Source: an optimization exercise on an open RTL-to-GDS flow (aim: small area, a short achievable clock period and few clock cycles). Production flows keep margins and buffers that such runs may drop. Only simulation tests tie the RTL to the original design; equivalence was not proved. Power is estimated from default activity; no workload was simulated.

north:
==> flow/design.v (excerpt) <==
module modular_reduction #(
    parameter DATA_WIDTH = 48,
    parameter Q_WIDTH    = 23
) (
    input  wire clk,
    input  wire rst_n,
    input  wire start,
    output reg  done,
    input  wire [DATA_WIDTH-1:0] data_in,
    output wire [Q_WIDTH-1:0]    data_out
);
==> flow/config.mk <==
export PLATFORM = sky130hd
export DESIGN_NAME = modular_reduction
export DESIGN_NICKNAME = modular_reduction
export VERILOG_FILES = /design/flow/design.v
export SDC_FILE = /design/flow/constraint.sdc
export NUM_CORES = 4
export LEC_CHECK = 0
export CAP_MARGIN = 20
export CORE_MARGIN = 2
export CORE_UTILIZATION = 40
export SLEW_MARGIN = 20
==> flow/constraint.sdc <==
create_clock -name core_clock -period 5.0 [get_ports {clk}]
set_input_delay 1.0000 -clock core_clock [delete_from_list [all_inputs] [get_ports {clk}]]
set_output_delay 1.0000 -clock core_clock [all_outputs]
set_load 0.01 [all_outputs]
standard.sh (not shown) runs the stock make flow with config.mk's settings and CLKGATE_MAP_FILE= SYNTH_SCRIPT=/design/flow/synth_recipe.tcl, a recipe that flattens the netlist after the stock synthesis.
==> flow/flow/run.sh <==
#!/bin/bash
# Own layout flow: the standard flow (standard synthesis included), with
# plain sky130_fd_sc_hd__buf_1 cells as the port buffers instead of the
# buffer that buffer_ports picks by itself (a 0.5 ns clkdlybuf4s50_1).
set -euo pipefail
bash standard.sh "BUFFER_PORTS_ARGS=-buffer_cell sky130_fd_sc_hd__buf_1" finish > standard.log 2>&1
north finished every stage and its layout cleared the timing, DRC and antenna checks.
Testbench counts of north, summed over its fixed seeds: cycles 16,000.
> inputs changed (north -> south)
- an added SETUP_SLACK_MARGIN of 0.6
--- outcome ---
- south was carried through to the last stage, and its layout satisfied the timing, DRC and antenna checks.
- Changes observed in south relative to north: shortest period the worst path allows went down by 0.33 ns, critical path depth went down by 2, worst setup slack went up by 0.33 ns.
- Of north and south, the higher share of the cycle needed by the critical path after routing belongs to north.
[inputs] east vs south
- removing SETUP_SLACK_MARGIN (formerly 0.6)
- setting ABC_AREA to 1 for the first time
Against south, east reports a via count that is higher. Fmax: east below south. Summary — clock-pin slew reported for the worst setup and hold paths after clock tree synthesis, east relative to south: lower, by 0.04 ns. The transition at the pin with the smallest max-transition slack of east falls short of that of south by 0.073 ns. Summary of east over south: total nets after synthesis has increased, share of the core filled with cells in the final layout has decreased. east vs. south: share of the cycle needed by the critical path after routing shows an increase of 1.5 points; filler-free cell count of the finished design +95; count of plain and timing-repair buffers -21. Looking at critical path startpoint, the y[23]$_DFF_P_ result is from east; the y[6]$_DFF_P_ one comes from south.
Modified inputs, west compared to east
- a deleted ABC_AREA that had been 1
- an added SETUP_SLACK_MARGIN of 1.0
### Flow results
- Summary of west over east: overall power of the completed layout climbed about 20%, die area moved down, total nets after synthesis dropped 14%, cell area rose about 9%, global-route track usage on met3 fell 1.8 points.
- west ended up with data_out[21] as its capturing instance or port of the critical path; east ended up with data_out[18].

* * *

== lane 1 ==
modular_reduction, a different RTL version from the one above (not shown whole).
For scale: about 400 cells after synthesis, roughly 75 I/O pins, ~3600 sq um of cells after synthesis.
export LEC_CHECK = 0
export ABC_AREA = 1
export CAP_MARGIN = 20
export CORE_MARGIN = 2
export CORE_UTILIZATION = 40
export SETUP_SLACK_MARGIN = 0.4
export SLEW_MARGIN = 20
create_clock -name core_clock -period 5.0 [get_ports {clk}]
==> flow/flow/run.sh <==
#!/bin/bash
# Own layout flow: the standard flow with these changes.
#  - Synthesis: the standard flow's synthesis script, except that Yosys's extract_fa runs
#    only inside module fa3 (the RTL's full adder), which is kept as its own
#    module until the final flatten, so every fa3 becomes one
#    sky130_fd_sc_hd__fa_1 and all other logic is left to abc (no half adders
#    and no inverters forced around extracted adders). Everything else,
#    including the final flatten and renaming, is synth_recipe.tcl as given.
#  - If flow/abc.script exists, abc runs it instead of ORFS's abc script.
#  - Port buffers: plain sky130_fd_sc_hd__buf_1 instead of the buffer that
#    buffer_ports picks by itself (a 0.5 ns clkdlybuf4s50_1).
# Each tool's output goes to standard.log (make) and ORFS's own logs.
set -euo pipefail
W=$PWD
S="$FLOW_HOME/scripts/synth.tcl"
grep -q 'extract_fa {\*}\[dont_use_extract_fa_args\]' "$S"
grep -q '^  log_cmd abc {\*}$abc_args$' "$S"
ABC_SED=()
if [[ -f "$W/flow/abc.script" ]]; then
  ABC_SED=(-e "s#^  log_cmd abc {\*}\$abc_args\$#  lset abc_args 1 $W/flow/abc.script\n  log_cmd abc {*}\$abc_args#")
fi
sed -e 's/extract_fa {\*}\[dont_use_extract_fa_args\]/extract_fa -fa fa3/' "${ABC_SED[@]}" \
  "$S" > "$W/own_synth_body.tcl"
sed "s#source \$::env(SCRIPTS_DIR)/synth.tcl#source $W/own_synth_body.tcl#" \
  "$W/synth_recipe.tcl" > "$W/own_synth.tcl"
grep -q "own_synth_body.tcl" "$W/own_synth.tcl"
bash standard.sh "SYNTH_SCRIPT=$W/own_synth.tcl" "SYNTH_KEEP_MODULES=fa3" \
  "BUFFER_PORTS_ARGS=-buffer_cell sky130_fd_sc_hd__buf_1" finish > standard.log 2>&1
==> flow/flow/abc.script <==
&get -n
&st
&dch
&nf -a
&put
topo
stime -c
buffer -c
upsize -c
dnsize -c
Testbench counts of lane 1, summed over its fixed seeds: cycles 16,000.
Changes in lane 2 relative to lane 1:
# lane 1
export LEC_CHECK = 0
export ABC_AREA = 1
export CAP_MARGIN = 20
export CORE_MARGIN = 2
export CORE_UTILIZATION = 40
export SETUP_SLACK_MARGIN = 0.4
export SLEW_MARGIN = 20
create_clock -name core_clock -period 5.0 [get_ports {clk}]
# lane 2
export LEC_CHECK = 0
export ABC_AREA = 1
export CAP_MARGIN = 20
export CORE_MARGIN = 2
export CORE_UTILIZATION = 40
export PLACE_DENSITY = 0.8
export SETUP_SLACK_MARGIN = 0.8
export SLEW_MARGIN = 20
create_clock -name core_clock -period 5.0 [get_ports {clk}]
==> comparison <==
Count of cells resized by post-cts repair, lane 2 and lane 1: lower on lane 1
Final-layout non-clock buffer area share, lane 2 and lane 1, lower one = lane 1.
[diff] maximum frequency, lane 2 relative to lane 1: improvement
Total power consumption of the routed design in lane 2 is 3.7% above lane 1.
The following lists how lane 3 was set up differently from lane 2:
# lane 2
export LEC_CHECK = 0
export ABC_AREA = 1
export CAP_MARGIN = 20
export CORE_MARGIN = 2
export CORE_UTILIZATION = 40
export PLACE_DENSITY = 0.8
export SETUP_SLACK_MARGIN = 0.8
export SLEW_MARGIN = 20
create_clock -name core_clock -period 5.0 [get_ports {clk}]
# lane 3
export LEC_CHECK = 0
export ABC_AREA = 1
export CAP_MARGIN = 20
export CORE_MARGIN = 2
export CORE_UTILIZATION = 40
export SETUP_SLACK_MARGIN = 1.2
export SLEW_MARGIN = 20
create_clock -name core_clock -period 5.0 [get_ports {clk}]
==> flow/flow/abc.script <==
&get -n
&st
&dch
&nf -a
&put
--- outcome ---
Going from lane 2 to lane 3, maximum operating frequency increased by about 3.6% relative to the old numbers, layout overhead on the synthesized area increased by 22 points relative to the old numbers, critical path depth decreased by 3 relative to the old numbers.
Relative to lane 3, the following input files were edited for lane 4:
# lane 3
export LEC_CHECK = 0
export ABC_AREA = 1
export CAP_MARGIN = 20
export CORE_MARGIN = 2
export CORE_UTILIZATION = 40
export SETUP_SLACK_MARGIN = 1.2
export SLEW_MARGIN = 20
create_clock -name core_clock -period 5.0 [get_ports {clk}]
# lane 4
export LEC_CHECK = 0
export ABC_AREA = 1
export CAP_MARGIN = 20
export CORE_MARGIN = 2
export CORE_UTILIZATION = 40
export SETUP_SLACK_MARGIN = 0.9
export SLEW_MARGIN = 20
create_clock -name core_clock -period 5.0 [get_ports {clk}]
-- flow/flow/abc.script --
<<< lane 3, line 6
>>> lane 4, line 6
topo
stime -c
buffer -c
upsize -c
dnsize -c
## What came out
Lane 4: no failed stages, no open violations at the end. Lane 3 -> lane 4: number of hold-repair buffers added at the cts stage delta 0, exact match. Setup slack, lane 4 and lane 3: smaller value in lane 4. Delta(post-route clock period utilization, lane 4 - lane 3) > 0. Between lane 4 and lane 3, the average vias per placed instance does not differ in any meaningful way. Side by side, global-route usage over all layers turned out lower in lane 4 than in lane 3. Of lane 4 and lane 3, lane 3 shows the higher synthesized-area fraction occupied by xor and xnor cells, with lane 4 below it. Taking lane 3 as the reference, in lane 4 power now smaller, synthesis-to-finish area growth shrank by 20 points.

* * *

## JK
RTL: one of the versions met above, not the one the previous note started from.
Size in the first run: ~510 cells after synthesis, ~27 flip-flops, ~75 I/O pins, about 4500 um^2 of cells after synthesis.
Settings: LEC_CHECK=0, CAP_MARGIN=20, CORE_MARGIN=2, CORE_UTILIZATION=40, SLEW_MARGIN=20; clock period 5.0 ns.
run.sh (not shown) runs the stock make flow with config.mk's settings and CLKGATE_MAP_FILE= SYNTH_SCRIPT=/design/flow/synth_recipe.tcl, a recipe that flattens the netlist after the stock synthesis.
Stock flow here: none of the scripts above is used.
JK finished end to end and its layout was clean on timing, DRC and antenna.
Testbench counts of JK, summed over its fixed seeds: cycles 16,000.
The following lists how MS was set up differently from JK:
- ABC_AREA newly set to 1
- SETUP_SLACK_MARGIN newly set to 0.8
==> flow/flow/run.sh (new file) <==
#!/bin/bash
# Own layout flow: the standard flow (standard synthesis included), with
# plain sky130_fd_sc_hd__buf_1 cells as the port buffers instead of the
# buffer that buffer_ports picks by itself (a 0.5 ns clkdlybuf4s50_1).
set -euo pipefail
bash standard.sh "BUFFER_PORTS_ARGS=-buffer_cell sky130_fd_sc_hd__buf_1" finish > standard.log 2>&1
==> flow/standard.sh (new file) <==
#!/bin/bash
# synth_recipe.tcl (not shown) runs the flow's synth.tcl, then flattens the netlist and writes it again
# the make line also repeats each setting of config.mk as NAME=value (left out here)
make -C /OpenROAD-flow-scripts/flow DESIGN_CONFIG=/design/flow/config.mk WORK_HOME=/design/flow/orfs CLKGATE_MAP_FILE= SYNTH_SCRIPT=/design/flow/synth_recipe.tcl "${@:-finish}"
removed: flow/run.sh
--- outcome ---
- Total power of MS is lower than that of JK.
- Final worst hold slack: higher on JK
- Diff JK -> MS: final period demand of the worst path decreased by 0.74 ns relative to the old numbers; number of non-filler instances in the completed layout shows an increase of about 12%.
#### Input delta (AL over MS)
- changing SETUP_SLACK_MARGIN from 0.8 to 1.5
- removing ABC_AREA (formerly 1)
[summary]
No stage failed in AL, and the final checks on the layout all came back clean. [compare] base=MS new=AL: routed wire length went up; global-route usage over all layers went up; total power after layout went up. Going from MS to AL, actual transition at the worst max-transition pin grows by 0.17 ns. In the flow results for MS and AL, the complex-gate fraction of the synthesized area is larger on AL.
Relative to AL, the following input files were edited for TR:
- SETUP_SLACK_MARGIN: 1.5 -> 0.6
- ABC_AREA: unset -> 1
Measured against AL, the number of buffers other than clock buffers in the final layout of TR comes out at 0.61 times the reference value.
Cmp AL and TR / post-route met1 wirelength / higher: AL
Vias: TR more than AL
TR vs. AL: share of power burned in combinational logic shows a reduction of 4.4 points, core occupancy in the finished layout went down.
The share of cell area taken by muxes after synthesis in TR was lower than what AL gave.
Portion of the clock cycle consumed by the worst path in the final layout: higher on AL
Going from AL to TR, post-synthesis instance area increased by 190 um^2 relative to the old numbers, minimum clock period after layout -0.063 ns.
Looking at cell total after placement, TR sits above AL.

* * *

modular_reduction with an RTL version that a note above also has.
Size in the first run: about 490 cells after synthesis, ~27 flip-flops, about 0.0037 sq mm of cells after synthesis.
// modular_reduction
module modular_reduction #(
    parameter DATA_WIDTH = 48,
    parameter Q_WIDTH    = 23
) (
    input  wire clk,
    input  wire rst_n,
    input  wire start,
    output reg  done,
    input  wire [DATA_WIDTH-1:0] data_in,
    output wire [Q_WIDTH-1:0]    data_out
);
Settings: LEC_CHECK=0, ABC_AREA=1, CAP_MARGIN=20, CORE_MARGIN=2, CORE_UTILIZATION=40, SETUP_SLACK_MARGIN=0.6, SLEW_MARGIN=20; clock period 5.0 ns.
standard.sh (not shown) runs the stock make flow with config.mk's settings and CLKGATE_MAP_FILE= SYNTH_SCRIPT=/design/flow/synth_recipe.tcl, a recipe that flattens the netlist after the stock synthesis.
==> flow/flow/run.sh <==
#!/bin/bash
# Own layout flow: the standard flow with these changes.
#  - Synthesis: the standard flow's synthesis script, except that Yosys's extract_fa runs
#    only inside module fa3 (the RTL's full adder), which is kept as its own
#    module until the final flatten, so every fa3 becomes one
#    sky130_fd_sc_hd__fa_1 and all other logic is left to abc (no half adders
#    and no inverters forced around extracted adders). Everything else,
#    including the final flatten and renaming, is synth_recipe.tcl as given.
#  - If flow/abc.script exists, abc runs it instead of ORFS's abc script.
#  - Port buffers: plain sky130_fd_sc_hd__buf_1 instead of the buffer that
#    buffer_ports picks by itself (a 0.5 ns clkdlybuf4s50_1).
# Each tool's output goes to standard.log (make) and ORFS's own logs.
set -euo pipefail
W=$PWD
S="$FLOW_HOME/scripts/synth.tcl"
grep -q 'extract_fa {\*}\[dont_use_extract_fa_args\]' "$S"
grep -q '^  log_cmd abc {\*}$abc_args$' "$S"
ABC_SED=()
if [[ -f "$W/flow/abc.script" ]]; then
  ABC_SED=(-e "s#^  log_cmd abc {\*}\$abc_args\$#  lset abc_args 1 $W/flow/abc.script\n  log_cmd abc {*}\$abc_args#")
fi
sed -e 's/extract_fa {\*}\[dont_use_extract_fa_args\]/extract_fa -fa fa3/' "${ABC_SED[@]}" \
  "$S" > "$W/own_synth_body.tcl"
sed "s#source \$::env(SCRIPTS_DIR)/synth.tcl#source $W/own_synth_body.tcl#" \
  "$W/synth_recipe.tcl" > "$W/own_synth.tcl"
grep -q "own_synth_body.tcl" "$W/own_synth.tcl"
bash standard.sh "SYNTH_SCRIPT=$W/own_synth.tcl" "SYNTH_KEEP_MODULES=fa3" \
  "BUFFER_PORTS_ARGS=-buffer_cell sky130_fd_sc_hd__buf_1" finish > standard.log 2>&1
==> flow/flow/abc.script <==
strash
dch
map -a
topo
stime -c
buffer -c
upsize -c
dnsize -c
strash
dch
map
topo
stime -c
buffer -c
upsize -c
dnsize -c
Testbench counts at the start, summed over its fixed seeds: cycles 16,000.
Then changed:
==> flow/flow/abc.script (replaced) <==
&get -n
&st
&dch
&nf -a
&put
topo
stime -c
buffer -c
upsize -c
dnsize -c
--- a/flow/config.mk
+++ b/flow/config.mk
@@ -12 +12 @@
-export SETUP_SLACK_MARGIN = 0.6
+export SETUP_SLACK_MARGIN = 1.0
What happened: Setup slack improved by 0.24 ns; global-route usage came out lower by 0.72 points; wire length barely changes; cell count came out lower by roughly a tenth.
Then changed:
==> flow/flow/abc.script (replaced) <==
&get -n
&st
&dch
&nf -R 1000
&put
topo
stime -c
buffer -c
upsize -c
dnsize -c
--- a/flow/config.mk
+++ b/flow/config.mk
@@ -12 +12 @@
-export SETUP_SLACK_MARGIN = 1.0
+export SETUP_SLACK_MARGIN = 0.8
=> Non-clock buffer count increases by 8; synthesized cell count decreases by 1.8%; maximum frequency decreases by 4.9%; design area increases by about 0.4%; routed wire length increases by 2.7%; die area decreases by about 3%; sequential share of layout area hardly moves; global-route usage increases by 0.65 points; hold slack loses 0.0039 ns; total power decreases by about 0.6%.
Then changed:
==> flow/flow/abc.script (replaced) <==
&get -n
&st
&dch
&nf -a
&put
topo
stime -c
buffer -c
upsize -c
dnsize -c
--- a/flow/config.mk
+++ b/flow/config.mk
@@ -11,0 +12 @@
+export GPL_ROUTABILITY_DRIVEN = 0
Maximum frequency came out higher by about 2.6%.
Non-clock buffer count shrinks by 14.
Routed wire length went down by about 3.5%.
First-iteration DRC count grows by about 26%.
Worst setup slack improves by 0.10 ns.
Total power fell by 5.2%.
Clock-buffer cell count stays the same.
Then changed:
==> flow/flow/abc.script (replaced) <==
strash
dch
map -a
topo
stime -c
buffer -c
upsize -c
dnsize -c
--- a/flow/config.mk
+++ b/flow/config.mk
@@ -12 +11,0 @@
-export GPL_ROUTABILITY_DRIVEN = 0
Outcome: Die area rises by 0.80%; setup slack is worse by 0.090 ns; area after synthesis increases by 0.84%; fmax falls by 2.2%.

## static timing again, ports no longer ideal
Ports are ideal in the flow. The routed layouts listed here were re-timed in OpenROAD.
Step 1, drivers: a clkbuf_16 drives clk and a buf_2 each remaining input, both assumed.
Step 2 times the ports against the registers' clock, not the clock port: input delays grow and output delays shrink by t, the midpoint of the rising clock arrivals with the driver on.
Slacks: no drivers / after step 1 / after step 2; pairs: no drivers / after step 1.
| run | shift t [ns] | slack for setup (ns) | worst setup path after step 2 | clock arrival spread, ns | worst register clock-pin slew, ns |
|---|---|---|---|---|---|
| north | 0.300 | 0.348 / 0.350 / 0.050 | input to register | 0.002 / 0.002 | 0.09 / 0.09 |
| south | 0.309 | 0.679 / 0.648 / 0.396 | input to register | 0.011 / 0.010 | 0.10 / 0.10 |
| east | 0.289 | 0.604 / 0.565 / 0.511 | input to register | 0.005 / 0.006 | 0.06 / 0.06 |
| west | 0.305 | 0.791 / 0.764 / 0.498 | input to register | 0.004 / 0.004 | 0.10 / 0.10 |
| lane 1 | 0.296 | 0.867 / 0.869 / 0.573 | input to register | 0.004 / 0.004 | 0.09 / 0.09 |
| lane 2 | 0.296 | 0.946 / 0.950 / 0.654 | input to register | 0.010 / 0.011 | 0.09 / 0.09 |
| lane 3 | 0.301 | 1.085 / 1.054 / 0.840 | input to register | 0.006 / 0.006 | 0.09 / 0.09 |
| lane 4 | 0.295 | 1.029 / 1.034 / 0.738 | input to register | 0.003 / 0.003 | 0.09 / 0.09 |
| JK | 0.309 | 0.209 / 0.190 / -0.096 | input to register | 0.002 / 0.002 | 0.10 / 0.10 |
| MS | 0.289 | 0.952 / 0.967 / 0.680 | input to register | 0.005 / 0.005 | 0.06 / 0.06 |
| AL | 0.296 | 0.732 / 0.711 / 0.415 | input to register | 0.005 / 0.004 | 0.10 / 0.10 |
| TR | 0.289 | 0.796 / 0.813 / 0.524 | input to register | 0.006 / 0.006 | 0.06 / 0.06 |
| the first run of note 4 | 0.295 | 0.848 / 0.841 / 0.545 | input to register | 0.004 / 0.005 | 0.09 / 0.09 |
| the second run of note 4 | 0.296 | 1.085 / 1.074 / 0.787 | input to register | 0.004 / 0.004 | 0.09 / 0.09 |
| the third run of note 4 | 0.289 | 0.882 / 0.868 / 0.579 | input to register | 0.008 / 0.007 | 0.09 / 0.09 |
| the fourth run of note 4 | 0.294 | 0.985 / 0.967 / 0.687 | input to register | 0.003 / 0.003 | 0.09 / 0.09 |
| the fifth run of note 4 | 0.299 | 0.895 / 0.884 / 0.604 | input to register | 0.005 / 0.005 | 0.09 / 0.09 |
Met with ideal ports but missed after step 2: setup timing in JK. For AL, which loses most, drivers alone change the setup slack by -0.021 ns; drivers and shift together by -0.317 ns.
